Background: an optimization exercise with open tools, aiming at small area. Do not read the settings as production practice. In this exercise RTL edits were held to simulation tests only and were not proved equivalent to the original. Power figures rest on the tool's default switching activity, not on a simulated workload.

// game_core
module game_core (
    input  logic        Clk,
    input  logic        Reset,           
    input  logic        frame_clk,       
    input  logic [7:0]  keycode,
    input  logic [9:0]  DrawX,
    input  logic [9:0]  DrawY,
    output logic        is_ball,
    output logic [3:0]  is_enemy,
    output logic        is_platform,
    output logic        is_shield,
    output logic        is_punch,
    output logic [3:0]  is_attack,
    output logic [13:0] player_location,
    output logic [13:0] Ball_X,
    output logic [13:0] Ball_Y,
    output logic        ball_direction,
    output logic [55:0] enemy_loc,
    output logic [55:0] Enemy_X,
    output logic [55:0] Enemy_Y,
    output logic [3:0]  enemy_direction,
    output logic [3:0]  is_enemy_shield,
    output logic [3:0]  is_enemy_attack,
    output logic [2:0]  health_out,
    output logic        game_over,
    output logic [3:0]  dead,
    output logic        all_dead,
    output logic        changeFrame,
    output logic [13:0] left_bound
);
Settings: LEC_CHECK=0, ABC_AREA=1, CAP_MARGIN=10, CORE_MARGIN=2, CORE_UTILIZATION=45, CTS_CLUSTER_DIAMETER=130, CTS_CLUSTER_SIZE=24, PLACE_DENSITY=0.6, SLEW_MARGIN=10; clock period 25.0 ns.
standard.sh (not shown) runs the stock make flow with config.mk's settings and CLKGATE_MAP_FILE= SYNTH_SCRIPT=/design/flow/synth_recipe.tcl, a recipe that flattens the netlist after the stock synthesis.
==> flow/flow/run.sh <==
#!/bin/bash
# Own layout flow: the standard synthesis; then the combinational logic of
# the synthesized netlist is re-mapped for area with ABC (flip-flops are kept
# as they are: same instances, names and cells; several ABC random seeds are
# tried in parallel and the smallest netlist is kept); then the standard
# layout from floorplan to the final layout, with the smallest buffer on each
# port.  Each tool's output goes to a log file of its own in this folder.
set -euo pipefail
here=$(pwd)
flowdir=$here/flow
results=$here/orfs/results/${FLOW_PLATFORM}/game_core/base
lib=$FLOW_HOME/platforms/${FLOW_PLATFORM}/lib/sky130_fd_sc_hd__tt_025C_1v80.lib
yosys_bin=$FLOW_HOME/../tools/install/yosys/bin/yosys
[ -x "$yosys_bin" ] || yosys_bin=yosys

# 1. standard synthesis
bash standard.sh synth > $here/log_1_synth.txt 2>&1

# 2. area re-mapping of the combinational logic, in two passes; each pass
#    tries several ABC seeds in parallel and keeps the smallest netlist
du=""
for c in $(cat $flowdir/dontuse.txt); do du="$du -dont_use $c"; done
printf 'set_driving_cell sky130_fd_sc_hd__buf_1\nset_load 5\n' > $here/remap_abc.constr
remap_pass() {  # remap_pass NAME INPUT.v DSTIME SEEDS... ; leaves the best as NAME_best.v
  local name=$1 input=$2 dstime=$3; shift 3
  local s
  for s in "$@"; do
    sed "s/@SEED@/$s/; s/@TIME@/$dstime/" $flowdir/remap.abc > $here/${name}_$s.abc
    cat > $here/${name}_$s.ys <<EOY
read_liberty -ignore_miss_func $lib
blackbox $(tr '\n' ' ' < $flowdir/seqcells.txt)
read_verilog $input
hierarchy -top $FLOW_TOP
rename -hide c:_*
flatten
opt_clean -purge
abc -liberty $lib $du -script $here/${name}_$s.abc -constr $here/remap_abc.constr
opt_clean -purge
hilomap -singleton -hicell sky130_fd_sc_hd__conb_1 HI -locell sky130_fd_sc_hd__conb_1 LO
splitnets
opt_clean -purge
insbuf -buf sky130_fd_sc_hd__buf_4 A X
opt_clean -purge
tee -o $here/${name}_stat_$s.txt stat -liberty $lib
write_verilog -noattr -noexpr -nohex -nodec $here/${name}_out_$s.v
EOY
    $yosys_bin -s $here/${name}_$s.ys > $here/log_2_${name}_$s.txt 2>&1 &
  done
  wait
  local best="" bestarea="" a
  for s in "$@"; do
    a=$(sed -n "s/.*Chip area for module.*: \([0-9.]*\).*/\1/p" $here/${name}_stat_$s.txt 2>/dev/null | head -1)
    [ -n "$a" ] || continue
    if [ -z "$best" ] || awk "BEGIN{exit !($a < $bestarea)}"; then best=$s; bestarea=$a; fi
  done
  echo "$name: seed $best area $bestarea" >> $here/log_2_remap_choice.txt
  [ -n "$best" ]
  cp $here/${name}_out_$best.v $here/${name}_best.v
}
cp $results/1_2_yosys.v $here/remap_in.v
remap_pass remap1 $here/remap_in.v 240 1 2 3 4 5 6 7 8
remap_pass remap2 $here/remap1_best.v 120 11 12 13 14 15 16
cp $here/remap2_best.v $results/1_2_yosys.v
touch $results/1_2_yosys.v

# 3. standard layout from the re-mapped netlist
bash standard.sh BUFFER_PORTS_ARGS="-buffer_cell sky130_fd_sc_hd__buf_1" finish > $here/log_3_layout.txt 2>&1
Other scripts of this flow, unchanged in this note and not shown: flow/flow/dontuse.txt, flow/flow/remap.abc, flow/flow/seqcells.txt
The baseline went through all stages and came out clean.
Then changed:
CTS_CLUSTER_DIAMETER = 100   (was 130)
CTS_CLUSTER_SIZE = 20   (was 24)
Effect: Cell area rose by about 0.4%. Wire length hardly moves. Setup slack is better by 0.023 ns. Clock skew falls by 0.0060 ns. Clock power is higher by 11%. Die area stays the same.

========
build 1:
game_core, a different RTL version from the one above (not shown whole).
Size in the first run: about 3,400 cells after synthesis, roughly 290 I/O pins.
Settings: LEC_CHECK=0, ABC_AREA=1, CAP_MARGIN=10, CORE_MARGIN=2, CORE_UTILIZATION=65, CTS_CLUSTER_DIAMETER=115, CTS_CLUSTER_SIZE=22, PLACE_DENSITY=0.85, SLEW_MARGIN=10; clock period 25.0 ns.
==> flow/flow/run.sh <==
#!/bin/bash
# Own layout flow: the standard synthesis; then the combinational logic of
# the synthesized netlist is re-mapped for area with ABC (flip-flops are kept
# as they are: same instances, names and cells; several ABC random seeds are
# tried in parallel and the smallest netlist is kept); then the standard
# layout from floorplan to the final layout, with the smallest buffer on each
# port.  Each tool's output goes to a log file of its own in this folder.
set -euo pipefail
here=$(pwd)
flowdir=$here/flow
results=$here/orfs/results/${FLOW_PLATFORM}/game_core/base
lib=$FLOW_HOME/platforms/${FLOW_PLATFORM}/lib/sky130_fd_sc_hd__tt_025C_1v80.lib
yosys_bin=$FLOW_HOME/../tools/install/yosys/bin/yosys
[ -x "$yosys_bin" ] || yosys_bin=yosys

# 1. standard synthesis
bash standard.sh synth > $here/log_1_synth.txt 2>&1

# 2. area re-mapping of the combinational logic, in two passes; each pass
#    tries several ABC seeds in parallel and keeps the smallest netlist
du=""
for c in $(cat $flowdir/dontuse.txt); do du="$du -dont_use $c"; done
printf 'set_driving_cell sky130_fd_sc_hd__buf_1\nset_load 5\n' > $here/remap_abc.constr
remap_pass() {  # remap_pass NAME INPUT.v DSTIME SEEDS... ; leaves the best as NAME_best.v
  local name=$1 input=$2 dstime=$3; shift 3
  local s
  for s in "$@"; do
    sed "s/@SEED@/$s/; s/@TIME@/$dstime/" $flowdir/remap.abc > $here/${name}_$s.abc
    cat > $here/${name}_$s.ys <<EOY
read_liberty -ignore_miss_func $lib
blackbox $(tr '\n' ' ' < $flowdir/seqcells.txt)
read_verilog $input
hierarchy -top $FLOW_TOP
rename -hide c:_*
flatten
opt_clean -purge
abc -liberty $lib $du -script $here/${name}_$s.abc -constr $here/remap_abc.constr
opt_clean -purge
hilomap -singleton -hicell sky130_fd_sc_hd__conb_1 HI -locell sky130_fd_sc_hd__conb_1 LO
splitnets
opt_clean -purge
insbuf -buf sky130_fd_sc_hd__buf_4 A X
opt_clean -purge
tee -o $here/${name}_stat_$s.txt stat -liberty $lib
write_verilog -noattr -noexpr -nohex -nodec $here/${name}_out_$s.v
EOY
    $yosys_bin -s $here/${name}_$s.ys > $here/log_2_${name}_$s.txt 2>&1 &
  done
  wait
  local best="" bestarea="" a
  for s in "$@"; do
    a=$(sed -n "s/.*Chip area for module.*: \([0-9.]*\).*/\1/p" $here/${name}_stat_$s.txt 2>/dev/null | head -1)
    [ -n "$a" ] || continue
    if [ -z "$best" ] || awk "BEGIN{exit !($a < $bestarea)}"; then best=$s; bestarea=$a; fi
  done
  echo "$name: seed $best area $bestarea" >> $here/log_2_remap_choice.txt
  [ -n "$best" ]
  cp $here/${name}_out_$best.v $here/${name}_best.v
  echo "$bestarea" > $here/${name}_best_area.txt
}
cp $results/1_2_yosys.v $here/remap_in.v
remap_pass remap1 $here/remap_in.v 300 1 2 3 4 5 6 7 8 9 10 11 12
remap_pass remap2 $here/remap1_best.v 150 11 12 13 14 15 16 17 18
# keep the second pass only if it improved on the first
if awk "BEGIN{exit !($(cat $here/remap2_best_area.txt) < $(cat $here/remap1_best_area.txt))}"; then
  cp $here/remap2_best.v $results/1_2_yosys.v
else
  cp $here/remap1_best.v $results/1_2_yosys.v
fi
touch $results/1_2_yosys.v

# 3. standard layout from the re-mapped netlist
bash standard.sh BUFFER_PORTS_ARGS="-buffer_cell sky130_fd_sc_hd__buf_1" finish > $here/log_3_layout.txt 2>&1
Other scripts of this flow, unchanged in this note and not shown: flow/flow/dontuse.txt, flow/flow/remap.abc, flow/flow/seqcells.txt
Build 1: all stages complete, timing, DRC and antenna checks passed
#### Input delta (build 8 over build 1)
- swapping 0.85 for 0.8 in PLACE_DENSITY
- swapping 65 for 45 in CORE_UTILIZATION
--- a/flow/flow/run.sh
+++ b/flow/flow/run.sh
@@ -61,10 +61,12 @@
 cp $results/1_2_yosys.v $here/remap_in.v
-remap_pass remap1 $here/remap_in.v 300 1 2 3 4 5 6 7 8 9 10 11 12
-remap_pass remap2 $here/remap1_best.v 150 11 12 13 14 15 16 17 18
-# keep the second pass only if it improved on the first
-if awk "BEGIN{exit !($(cat $here/remap2_best_area.txt) < $(cat $here/remap1_best_area.txt))}"; then
-  cp $here/remap2_best.v $results/1_2_yosys.v
-else
-  cp $here/remap1_best.v $results/1_2_yosys.v
-fi
+remap_pass remap1 $here/remap_in.v 300 1 2 3 4 5 6 7 8 9 10 11 12 13 14 15 16
+remap_pass remap2 $here/remap1_best.v 200 21 22 23 24 25 26 27 28
+remap_pass remap3 $here/remap2_best.v 150 31 32 33 34 35 36 37 38
+# keep the smallest netlist of the three passes
+best=remap1
+for p in remap2 remap3; do
+  if awk "BEGIN{exit !($(cat $here/${p}_best_area.txt) < $(cat $here/${best}_best_area.txt))}"; then best=$p; fi
+done
+echo "kept: $best" >> $here/log_2_remap_choice.txt
+cp $here/${best}_best.v $results/1_2_yosys.v
 touch $results/1_2_yosys.v
- Taking build 1 as the reference, in build 8 sequential cell count barely changed; count of inserted antenna diode cells dropped 1.
- Summary of build 8 over build 1: synthesized instance count held steady; worst-case setup margin in the final layout grew by 0.032 ns; data arrival time of the critical path shrank by 0.03 ns; power consumption grew by 1.7%.
- Looking at count of nets after finishing across build 8 and build 1, the one that comes out lower is build 1.
- Worst slack on hold paths ends up lower on build 8.
- Relative to build 1, sequential power share has gone down in build 8.
- Estimated wirelength of the detail-placed design in build 8 vs build 1: up 9.2%
- Relative to build 1, total length of routed wires has increased by 6.0 mm in build 8.
What build 68 does differently from build 8 at the input level:
- PLACE_DENSITY now 0.85, was 0.8
- CORE_UTILIZATION now 60, was 45
--- a/flow/flow/run.sh
+++ b/flow/flow/run.sh
@@ -61,12 +61,10 @@
 cp $results/1_2_yosys.v $here/remap_in.v
-remap_pass remap1 $here/remap_in.v 300 1 2 3 4 5 6 7 8 9 10 11 12 13 14 15 16
-remap_pass remap2 $here/remap1_best.v 200 21 22 23 24 25 26 27 28
-remap_pass remap3 $here/remap2_best.v 150 31 32 33 34 35 36 37 38
-# keep the smallest netlist of the three passes
-best=remap1
-for p in remap2 remap3; do
-  if awk "BEGIN{exit !($(cat $here/${p}_best_area.txt) < $(cat $here/${best}_best_area.txt))}"; then best=$p; fi
-done
-echo "kept: $best" >> $here/log_2_remap_choice.txt
-cp $here/${best}_best.v $results/1_2_yosys.v
+remap_pass remap1 $here/remap_in.v 300 1 2 3 4 5 6 7 8 9 10 11 12
+remap_pass remap2 $here/remap1_best.v 150 11 12 13 14 15 16 17 18
+# keep the second pass only if it improved on the first
+if awk "BEGIN{exit !($(cat $here/remap2_best_area.txt) < $(cat $here/remap1_best_area.txt))}"; then
+  cp $here/remap2_best.v $results/1_2_yosys.v
+else
+  cp $here/remap1_best.v $results/1_2_yosys.v
+fi
 touch $results/1_2_yosys.v
Findings:
The finished layout cell area in build 68 sits about 1.4% below the value recorded for build 8. NOTE: first-pass GRT wire length in build 68 falls short of that of build 8. The met2 routing resource usage after global routing of build 68 exceeds that of build 8 by 15 points. Comparing build 68 with build 8, the clock network contribution to total cell area came out essentially unchanged. Summary of the comparison: ratio of cells with drive above 1 in the final layout is lower in build 68, relative to build 8.
Edits applied to the flow inputs when going from build 68 to build 45:
- a change of CORE_UTILIZATION from 60 to 45
- a change of PLACE_DENSITY from 0.85 to 0.9
--- outcome ---
Taking build 68 as the reference, in build 45 final critical delay including setup and external delays shrank by 0.020 ns; met1 capacity usage during global routing shrank by 12 points; number of buffers other than clock buffers in the final layout grew by about 1.1%. Build 45 vs. build 68: die boundary height went up about 15%; core utilization went down 16 points.

========
game_core, a different RTL version from the one above (not shown whole).
Size in the first run: about 3600 cells after synthesis, roughly 290 I/O pins, about 0.023 sq mm of cells after synthesis.
==> flow/config.mk <==
export PLATFORM = sky130hd
export DESIGN_NAME = game_core
export DESIGN_NICKNAME = game_core
export VERILOG_FILES = /design/flow/design.v
export SDC_FILE = /design/flow/constraint.sdc
export NUM_CORES = 8
export LEC_CHECK = 0
export ABC_AREA = 1
export CAP_MARGIN = 20
export CORE_MARGIN = 2
export CORE_UTILIZATION = 45
export PLACE_DENSITY = 0.6
export SLEW_MARGIN = 20
==> flow/constraint.sdc <==
create_clock -name core_clock -period 25.0 [get_ports {Clk}]
set_input_delay 5.0000 -clock core_clock [delete_from_list [all_inputs] [get_ports {Clk}]]
set_output_delay 5.0000 -clock core_clock [all_outputs]
set_load 0.01 [all_outputs]
==> flow/flow/run.sh <==
#!/bin/bash
# Own layout flow: the standard synthesis; then the combinational logic of
# the synthesized netlist is re-mapped for area with ABC (flip-flops are kept
# as they are: same instances, names and cells; several ABC random seeds are
# tried in parallel and the smallest netlist is kept); then the standard
# layout from floorplan to the final layout, with the smallest buffer on each
# port.  Each tool's output goes to a log file of its own in this folder.
set -euo pipefail
here=$(pwd)
flowdir=$here/flow
results=$here/orfs/results/${FLOW_PLATFORM}/game_core/base
lib=$FLOW_HOME/platforms/${FLOW_PLATFORM}/lib/sky130_fd_sc_hd__tt_025C_1v80.lib
yosys_bin=$FLOW_HOME/../tools/install/yosys/bin/yosys
[ -x "$yosys_bin" ] || yosys_bin=yosys
seeds="1 2 3 4 5 6"
dstime=150

# 1. standard synthesis
bash standard.sh synth > $here/log_1_synth.txt 2>&1

# 2. area re-mapping of the combinational logic
cp $results/1_2_yosys.v $here/remap_in.v
du=""
for c in $(cat $flowdir/dontuse.txt); do du="$du -dont_use $c"; done
printf 'set_driving_cell sky130_fd_sc_hd__buf_1\nset_load 5\n' > $here/remap_abc.constr
for s in $seeds; do
  sed "s/@SEED@/$s/; s/@TIME@/$dstime/" $flowdir/remap.abc > $here/remap_$s.abc
  cat > $here/remap_$s.ys <<EOY
read_liberty -ignore_miss_func $lib
blackbox $(tr '\n' ' ' < $flowdir/seqcells.txt) sky130_fd_sc_hd__conb_1
read_verilog $here/remap_in.v
hierarchy -top $FLOW_TOP
rename -hide c:_*
flatten
opt_clean -purge
abc -liberty $lib $du -script $here/remap_$s.abc -constr $here/remap_abc.constr
opt_clean -purge
hilomap -singleton -hicell sky130_fd_sc_hd__conb_1 HI -locell sky130_fd_sc_hd__conb_1 LO
splitnets
opt_clean -purge
insbuf -buf sky130_fd_sc_hd__buf_4 A X
opt_clean -purge
tee -o $here/remap_stat_$s.txt stat -liberty $lib
write_verilog -noattr -noexpr -nohex -nodec $here/remap_out_$s.v
EOY
  $yosys_bin -s $here/remap_$s.ys > $here/log_2_remap_$s.txt 2>&1 &
done
wait
best=""; bestarea=""
for s in $seeds; do
  a=$(sed -n "s/.*Chip area for module.*: \([0-9.]*\).*/\1/p" $here/remap_stat_$s.txt 2>/dev/null | head -1)
  [ -n "$a" ] || continue
  if [ -z "$best" ] || awk "BEGIN{exit !($a < $bestarea)}"; then best=$s; bestarea=$a; fi
done
echo "remap: seed $best area $bestarea" > $here/log_2_remap_choice.txt
[ -n "$best" ]
cp $here/remap_out_$best.v $results/1_2_yosys.v
touch $results/1_2_yosys.v

# 3. standard layout from the re-mapped netlist
bash standard.sh BUFFER_PORTS_ARGS="-buffer_cell sky130_fd_sc_hd__buf_1" finish > $here/log_3_layout.txt 2>&1
Other scripts of this flow, unchanged in this note and not shown: flow/flow/dontuse.txt, flow/flow/remap.abc, flow/flow/seqcells.txt
The first run finished with timing, DRC and antenna clean.
Edit:
--- a/flow/config.mk
+++ b/flow/config.mk
@@ -10,4 +10,5 @@
 export CORE_MARGIN = 2
-export CORE_UTILIZATION = 45
-export PLACE_DENSITY = 0.6
+export CORE_UTILIZATION = 60
+export CTS_BUF_LIST = sky130_fd_sc_hd__clkbuf_4 sky130_fd_sc_hd__clkbuf_8
+export PLACE_DENSITY = 0.72
 export SLEW_MARGIN = 20
=> Routed wire length goes down by 3.8%; core utilization goes up by 16 points; total power goes down by 5.2%; sequential cell count is unchanged; global-route usage goes up by 12 points; count of clock-buffer cells in the layout goes up by 23; combinational power is about the same; die area goes down by 25%.

## static timing again, ports no longer ideal
In the flow no input, the clock included, has a driving cell. The finished layouts below were timed again as built, in two steps. Step 1: set_driving_cell puts a clkbuf_16 on Clk and a buf_2 on each other input, an assumption about the parent block. Step 2, shift: input delay + t, output delay - t, t = (earliest + latest rising clock arrival at the registers) / 2. This alone moves slack from input paths to output paths. Three values: ideal ports, drivers, drivers and shift; two values: the first two.
run	t, ns	setup slack, ns	hold slack, ns	worst setup path after step 2
the first run of note 1	0.604	10.117 / 10.066 / 10.066	0.392 / 0.392 / 0.392	input to output
the second run of note 1	0.603	10.140 / 10.110 / 10.110	0.387 / 0.387 / 0.387	input to output
build 1	0.584	10.047 / 10.025 / 10.025	0.393 / 0.393 / 0.393	input to output
build 8	0.607	10.078 / 10.052 / 10.052	0.386 / 0.386 / 0.386	input to output
build 68	0.587	10.185 / 10.162 / 10.162	0.400 / 0.400 / 0.400	input to output
build 45	0.603	10.204 / 10.180 / 10.180	0.387 / 0.387 / 0.387	input to output
the first run of note 3	0.632	7.816 / 7.761 / 7.761	0.383 / 0.383 / 0.383	input to output
the second run of note 3	0.718	7.401 / 7.373 / 7.373	0.412 / 0.412 / 0.412	input to output
After both steps every run listed still meets setup and hold. For the first run of note 3, which loses most, drivers alone change the setup slack by -0.055 ns; drivers and shift together by -0.055 ns.
